Background: an optimization exercise with open tools, aiming at small area, a short achievable clock period and few clock cycles per item. Do not read the settings as production practice. In this exercise RTL edits were held to simulation tests only and were not proved equivalent to the original. No activity file was given, so power comes from the tool's default toggle rates.

==> yarrow <==
Design top_sha, start of the top module:
module top_sha(
    input          clk, rst, byte_rdy, byte_stop,
    input  [7:0]   data_in,
    output [255:0] Hash_Digest,
    output         hash_valid
);
    wire        stopped, rv, push;
    wire [6:0]  wc;
    wire [5:0]  rc;
    wire [31:0] in_word, w_cur, a, e, da, de;
    reg  [31:0] k_rom;
    m_pader_parser pad(
        .clk(clk), .rst(rst), .byte_rdy(byte_rdy), .byte_stop(byte_stop),
        .data_in(data_in), .stopped(stopped), .wc(wc), .rv(rv), .push(push),
        .in_word(in_word));
    wire use_exp = stopped & (|wc[6:4]);
    wire inj_e   = stopped & (wc >= 7'd62);
    wire inj_a   = stopped & (wc >= 7'd63);
    m_scheduler sch(
        .clk(clk), .push(push), .use_exp(use_exp), .in_word(in_word),
        .inj_a(inj_a), .inj_e(inj_e), .da(da), .de(de), .w_cur(w_cur), .digest(Hash_Digest[223:0]));
    interative_processing ip(
        .clk(clk), .rst(rst), .en(rv), .w(w_cur), .rc(rc), .k_next(k_rom),
        .a_out(a), .e_out(e));
    m_digest digest(.sel(wc[1:0]), .a_in(a), .e_in(e), .da(da), .de(de));
    assign Hash_Digest[255:224] = a;    
    reg hv;
    always @(posedge clk) begin
        if (!rst)
            hv <= 1'b0;
        else if (stopped && wc == 7'd65)
            hv <= 1'b1;
    end
    assign hash_valid = hv;
    always @(*) begin
        case (rc)
            6'd0: k_rom = 32'h71374491;
            6'd1: k_rom = 32'hb5c0fbcf;
            6'd2: k_rom = 32'he9b5dba5;
            6'd3: k_rom = 32'h3956c25b;
            6'd4: k_rom = 32'h59f111f1;
            6'd5: k_rom = 32'h923f82a4;
            6'd6: k_rom = 32'hab1c5ed5;
            6'd7: k_rom = 32'hd807aa98;
            6'd8: k_rom = 32'h12835b01;
            6'd9: k_rom = 32'h243185be;
  ...
==> flow/config.mk <==
export PLATFORM = sky130hd
export DESIGN_NAME = top_sha
export DESIGN_NICKNAME = top_sha
export VERILOG_FILES = /design/flow/design.v
export SDC_FILE = /design/flow/constraint.sdc
export NUM_CORES = 4
export LEC_CHECK = 0
export CAP_MARGIN = 20
export CORE_MARGIN = 2
export CORE_UTILIZATION = 40
export PLACE_DENSITY = 0.6
export SLEW_MARGIN = 20
==> flow/constraint.sdc <==
create_clock -name core_clock -period 10.0 [get_ports {clk}]
set_input_delay 2.0000 -clock core_clock [delete_from_list [all_inputs] [get_ports {clk}]]
set_output_delay 2.0000 -clock core_clock [all_outputs]
set_load 0.01 [all_outputs]
standard.sh (not shown) runs the stock make flow with config.mk's settings and CLKGATE_MAP_FILE= SYNTH_SCRIPT=/design/flow/synth_recipe.tcl, a recipe that flattens the netlist after the stock synthesis.
==> flow/flow/run.sh <==
#!/bin/bash
# Own flow: the standard ORFS flow (standard.sh, same synthesis, floorplan,
# placement, CTS and routing), with the timing repair aimed at a setup slack
# of 6 ns instead of 5 (SETUP_SLACK_MARGIN is capped at 5 in config.mk).
set -euo pipefail
bash standard.sh SETUP_SLACK_MARGIN=6 finish > standard_finish.log 2>&1
==> cedar: changes against yarrow <==
--- a/flow/design.v
+++ b/flow/design.v
@@ -1,40 +1,38 @@
 module m_pader_parser(
     input             clk, rst,
     input             byte_rdy, byte_stop,
     input      [7:0]  data_in,
+    input      [31:0] w_last,       
     output reg        stopped,      
     output reg [6:0]  wc,           
     output reg        rv,           
-    output            push,         
+    output            shift,        
+    output            load,         
     output     [31:0] in_word       
 );
-    reg [5:0]  len;
-    reg [23:0] acc;
-    wire push_in   = byte_rdy & (len[1:0] == 2'd3);
+    reg [5:0] len;
+    wire first     = (len[1:0] == 2'd0) & (len != 6'd0);  
+    wire push_in   = byte_rdy & (len[1:0] == 2'd3);        
     wire push_stop = byte_stop & ~stopped;
     wire run       = stopped & (wc <= 7'd65);
-    assign push = stopped ? run : (push_in | byte_stop);
+    assign shift = stopped ? run : ((byte_rdy | byte_stop) & first);
+    assign load  = stopped ? run : (byte_rdy | byte_stop);
     reg [31:0] pad_word;
     always @(*) begin
         case (len[1:0])
             2'd0: pad_word = 32'h80000000;
-            2'd1: pad_word = {acc[7:0], 24'h800000};
-            2'd2: pad_word = {acc[15:0], 16'h8000};
-            default: pad_word = {acc[23:0], 8'h80};
+            2'd1: pad_word = {w_last[7:0], 24'h800000};
+            2'd2: pad_word = {w_last[15:0], 16'h8000};
+            default: pad_word = {w_last[23:0], 8'h80};
         endcase
     end
     wire [31:0] len_word = {23'd0, len, 3'b000};
-    wire        wc_ge16  = |wc[6:4];
     assign in_word = stopped ? ((wc[3:0] == 4'd15) ? len_word : 32'd0)
-                             : (byte_stop ? pad_word : {acc, data_in});
-    always @(posedge clk) begin
-        if (byte_rdy)
-            acc <= {acc[15:0], data_in};
-    end
+                             : (byte_stop ? pad_word : {w_last[23:0], data_in});
     always @(posedge clk) begin
         if (!rst) begin
             len     <= 6'd0;
             stopped <= 1'b0;
             wc      <= 7'd0;
             rv      <= 1'b0;
         end else begin
@@ -46,15 +44,16 @@
                 wc <= wc + 7'd1;
             rv <= stopped ? (wc <= 7'd64) : (push_in | push_stop);
         end
     end
 endmodule
 module m_scheduler(
     input             clk,
-    input             push,
+    input             shift,        
+    input             load,         
     input             use_exp,      
     input      [31:0] in_word,
     input             inj_a, inj_e,  
     input      [31:0] da, de,
     output     [31:0] w_cur,
     output     [223:0] digest
 );
@@ -62,47 +61,51 @@
     reg [31:0] zs, zc;
     wire [31:0] x2  = w[2];
     wire [31:0] s0  = {x2[6:0], x2[31:7]} ^ {x2[17:0], x2[31:18]} ^ (x2 >> 3);
     always @(posedge clk) begin
         zs <= s0 ^ w[10] ^ w[1];
         zc <= {((s0 & w[10]) | (s0 & w[1]) | (w[10] & w[1])), 1'b0};
     end
-    wire [31:0] x14 = w[14];
-    wire [31:0] s1  = {x14[16:0], x14[31:17]} ^ {x14[18:0], x14[31:19]} ^ (x14 >> 10);
+    wire [31:0] x15 = w[15];
+    reg  [31:0] s1;
+    always @(posedge clk)
+        s1 <= {x15[16:0], x15[31:17]} ^ {x15[18:0], x15[31:19]} ^ (x15 >> 10);
     wire [31:0] p1  = s1 ^ zs ^ zc;
     wire [31:0] q1  = {((s1 & zs) | (s1 & zc) | (zs & zc)), 1'b0};
     wire [31:0] w_exp;
     add32_sk u_exp(.a(p1), .b(q1), .s(w_exp));
     wire [31:0] w_new = use_exp ? w_exp : in_word;
     integer i;
     always @(posedge clk) begin
-        if (push) begin
+        if (shift) begin
             for (i = 0; i < 15; i = i + 1)
                 w[i] <= w[i+1];
-            w[15] <= w_new;
             if (inj_a) w[13] <= da;
             if (inj_e) w[7]  <= de;
         end
+        if (load)
+            w[15] <= w_new;
     end
     assign w_cur  = w[15];
     assign digest = {w[13], w[12], w[11], w[7], w[6], w[5], w[4]};
 endmodule
 module interative_processing(
     input             clk, rst,
     input             en,           
+    input             clr,          
     input      [31:0] w,            
     output reg [5:0]  rc,           
     input      [31:0] k_next,       
     output     [31:0] a_out,        
     output     [31:0] e_out         
 );
     reg [31:0] aa, ba, ca, da, ea, fa, ga, ha;
     reg [31:0] y;
     always @(posedge clk) begin
-        if (!rst)
+        if (clr)
             rc <= 6'd0;
         else if (en)
             rc <= rc + 6'd1;
     end
     always @(posedge clk) begin
         if (!rst)
             y <= 32'h43baf1eb;   
@@ -124,23 +127,30 @@
     wire [31:0] c3 = {((ea & nd) | (ea & mj) | (nd & mj)), 1'b1};
     wire [31:0] s4 = s3 ^ c3 ^ ep0;
     wire [31:0] c4 = {((s3 & c3) | (s3 & ep0) | (c3 & ep0)), 1'b0};
     wire [31:0] a_new;
     add32_sk u_a(.a(s4), .b(c4), .s(a_new));
     always @(posedge clk) begin
         if (!rst) begin
-            aa <= 32'hbb67ae85; ba <= 32'h3c6ef372;
-            ca <= 32'ha54ff53a; da <= 32'h28c289bb;
-            ea <= 32'h510e527f; fa <= 32'h9b05688c;
-            ga <= 32'h1f83d9ab; ha <= 32'h5be0cd19;
+            ba <= 32'h3c6ef372; ca <= 32'ha54ff53a; da <= 32'h28c289bb;
+            fa <= 32'h9b05688c; ga <= 32'h1f83d9ab; ha <= 32'h5be0cd19;
         end else if (en) begin
-            ha <= ga; ga <= fa; fa <= ea; ea <= e_new;
-            da <= ca; ca <= ba; ba <= aa; aa <= a_new;
+            ha <= ga; ga <= fa; fa <= ea;
+            da <= ca; ca <= ba; ba <= aa;
         end
     end
+    wire        take = en & rst;
+    wire [31:0] m    = {32{rst}};
+    wire [31:0] l    = {32{~rst}};
+    wire [31:0] a_keep = (aa & m) | (32'hbb67ae85 & l);
+    wire [31:0] e_keep = (ea & m) | (32'h510e527f & l);
+    always @(posedge clk) begin
+        aa <= take ? a_new : a_keep;
+        ea <= take ? e_new : e_keep;
+    end
     assign a_out = aa;
     assign e_out = ea;
 endmodule
 module m_digest(
     input      [1:0]  sel,
     input      [31:0] a_in, e_in,
     output     [31:0] da, de
@@ -360,31 +370,31 @@
 endmodule
 module top_sha(
     input          clk, rst, byte_rdy, byte_stop,
     input  [7:0]   data_in,
     output [255:0] Hash_Digest,
     output         hash_valid
 );
-    wire        stopped, rv, push;
+    wire        stopped, rv, shift, load;
     wire [6:0]  wc;
     wire [5:0]  rc;
     wire [31:0] in_word, w_cur, a, e, da, de;
     reg  [31:0] k_rom;
     m_pader_parser pad(
         .clk(clk), .rst(rst), .byte_rdy(byte_rdy), .byte_stop(byte_stop),
-        .data_in(data_in), .stopped(stopped), .wc(wc), .rv(rv), .push(push),
-        .in_word(in_word));
+        .data_in(data_in), .w_last(w_cur), .stopped(stopped), .wc(wc), .rv(rv),
+        .shift(shift), .load(load), .in_word(in_word));
     wire use_exp = stopped & (|wc[6:4]);
     wire inj_e   = stopped & (wc >= 7'd62);
     wire inj_a   = stopped & (wc >= 7'd63);
     m_scheduler sch(
-        .clk(clk), .push(push), .use_exp(use_exp), .in_word(in_word),
+        .clk(clk), .shift(shift), .load(load), .use_exp(use_exp), .in_word(in_word),
         .inj_a(inj_a), .inj_e(inj_e), .da(da), .de(de), .w_cur(w_cur), .digest(Hash_Digest[223:0]));
     interative_processing ip(
-        .clk(clk), .rst(rst), .en(rv), .w(w_cur), .rc(rc), .k_next(k_rom),
+        .clk(clk), .rst(rst), .en(rv), .clr(~stopped & (wc == 7'd0)), .w(w_cur), .rc(rc), .k_next(k_rom),
         .a_out(a), .e_out(e));
     m_digest digest(.sel(wc[1:0]), .a_in(a), .e_in(e), .da(da), .de(de));
     assign Hash_Digest[255:224] = a;    
     reg hv;
     always @(posedge clk) begin
         if (!rst)
             hv <= 1'b0;
==> flow/flow/run.sh (replaced) <==
#!/bin/bash
# Own flow: the standard ORFS flow (standard.sh: the same synthesis,
# floorplan, placement, CTS and routing) with two changes:
#  - the timing repair aims at a setup slack of 6 ns (SETUP_SLACK_MARGIN is
#    capped at 5 in config.mk);
#  - the port buffers are sky130_fd_sc_hd__buf_2 instead of the default
#    clkdlybuf4s50_1 (every input and output still gets its buffer).
# The full make output is in standard_finish.log, each step's log in orfs/logs.
set -euo pipefail
bash standard.sh SETUP_SLACK_MARGIN=6 "BUFFER_PORTS_ARGS=-buffer_cell sky130_fd_sc_hd__buf_2" finish > standard_finish.log 2>&1
==> flow/config.mk (replaced) <==
export PLATFORM = sky130hd
export DESIGN_NAME = top_sha
export DESIGN_NICKNAME = top_sha
export VERILOG_FILES = /design/flow/design.v
export SDC_FILE = /design/flow/constraint.sdc
export NUM_CORES = 4
export LEC_CHECK = 0
export CAP_MARGIN = 20
export CORE_MARGIN = 2
export CORE_UTILIZATION = 60
export CTS_CLUSTER_DIAMETER = 100
export CTS_CLUSTER_SIZE = 20
export PLACE_DENSITY = 0.7
export SLEW_MARGIN = 20
==> qor summary <==
metric	cedar	yarrow
Synth cell types	77	87
Met1 usage in global routing	45.0%	33.4%
Total vias in the final route	32,500	33,600
CORE AREA	77,600 sq um	118,000 sq um
Share of the yosys chip area belonging to registers	47.8%	47.8%
Relative area change from synthesis to final layout	11.5%	21.9%
Result of the run	finished clean	finished clean
Clock Sinks	885	877
Proportion of cell area spent on the clock network	2.88%	6.24%
Final WS setup	5.62 ns	5.74 ns
Actual transition at the worst max-transition pin	1.03 ns	1.06 ns
Met3 routed wirelength	9.92 mm	9.89 mm
Non-Clock Inverter Count	436	535
Cell internal pwr	9.73 mW	12.1 mW
Vertical die dimension	284 microns	348 microns
Testbench counts of yarrow, summed over its fixed seeds: cycles 33,646, messages 384.
Testbench counts of cedar, summed over its fixed seeds: cycles 33,646, messages 384.

-- port drivers added, routing unchanged --
How much do the figures lean on ideal ports? The routed layouts below were timed once more, with nothing changed but the port constraints. Step 1: set_driving_cell puts a clkbuf_16 on clk and a buf_2 on each other input, an assumption about the parent block. Step 2 times the ports against the registers' clock, not the clock port: input delays grow and output delays shrink by t, the midpoint of the rising clock arrivals with the driver on. Slacks: ideal ports / drivers / drivers and shift; pairs: ideal ports / drivers.
| run | t, ns | setup slack, ns | worst data-port slew with drivers (ns) |
|---|---|---|---|
| yarrow | 0.774 | 5.736 / 5.736 / 5.251 | 0.11 |
| cedar | 0.705 | 5.620 / 5.620 / 5.499 | 0.06 |
After both steps every run listed still meets setup and hold. For yarrow, which loses most, drivers alone change the setup slack by 0.000 ns; drivers and shift together by -0.485 ns.
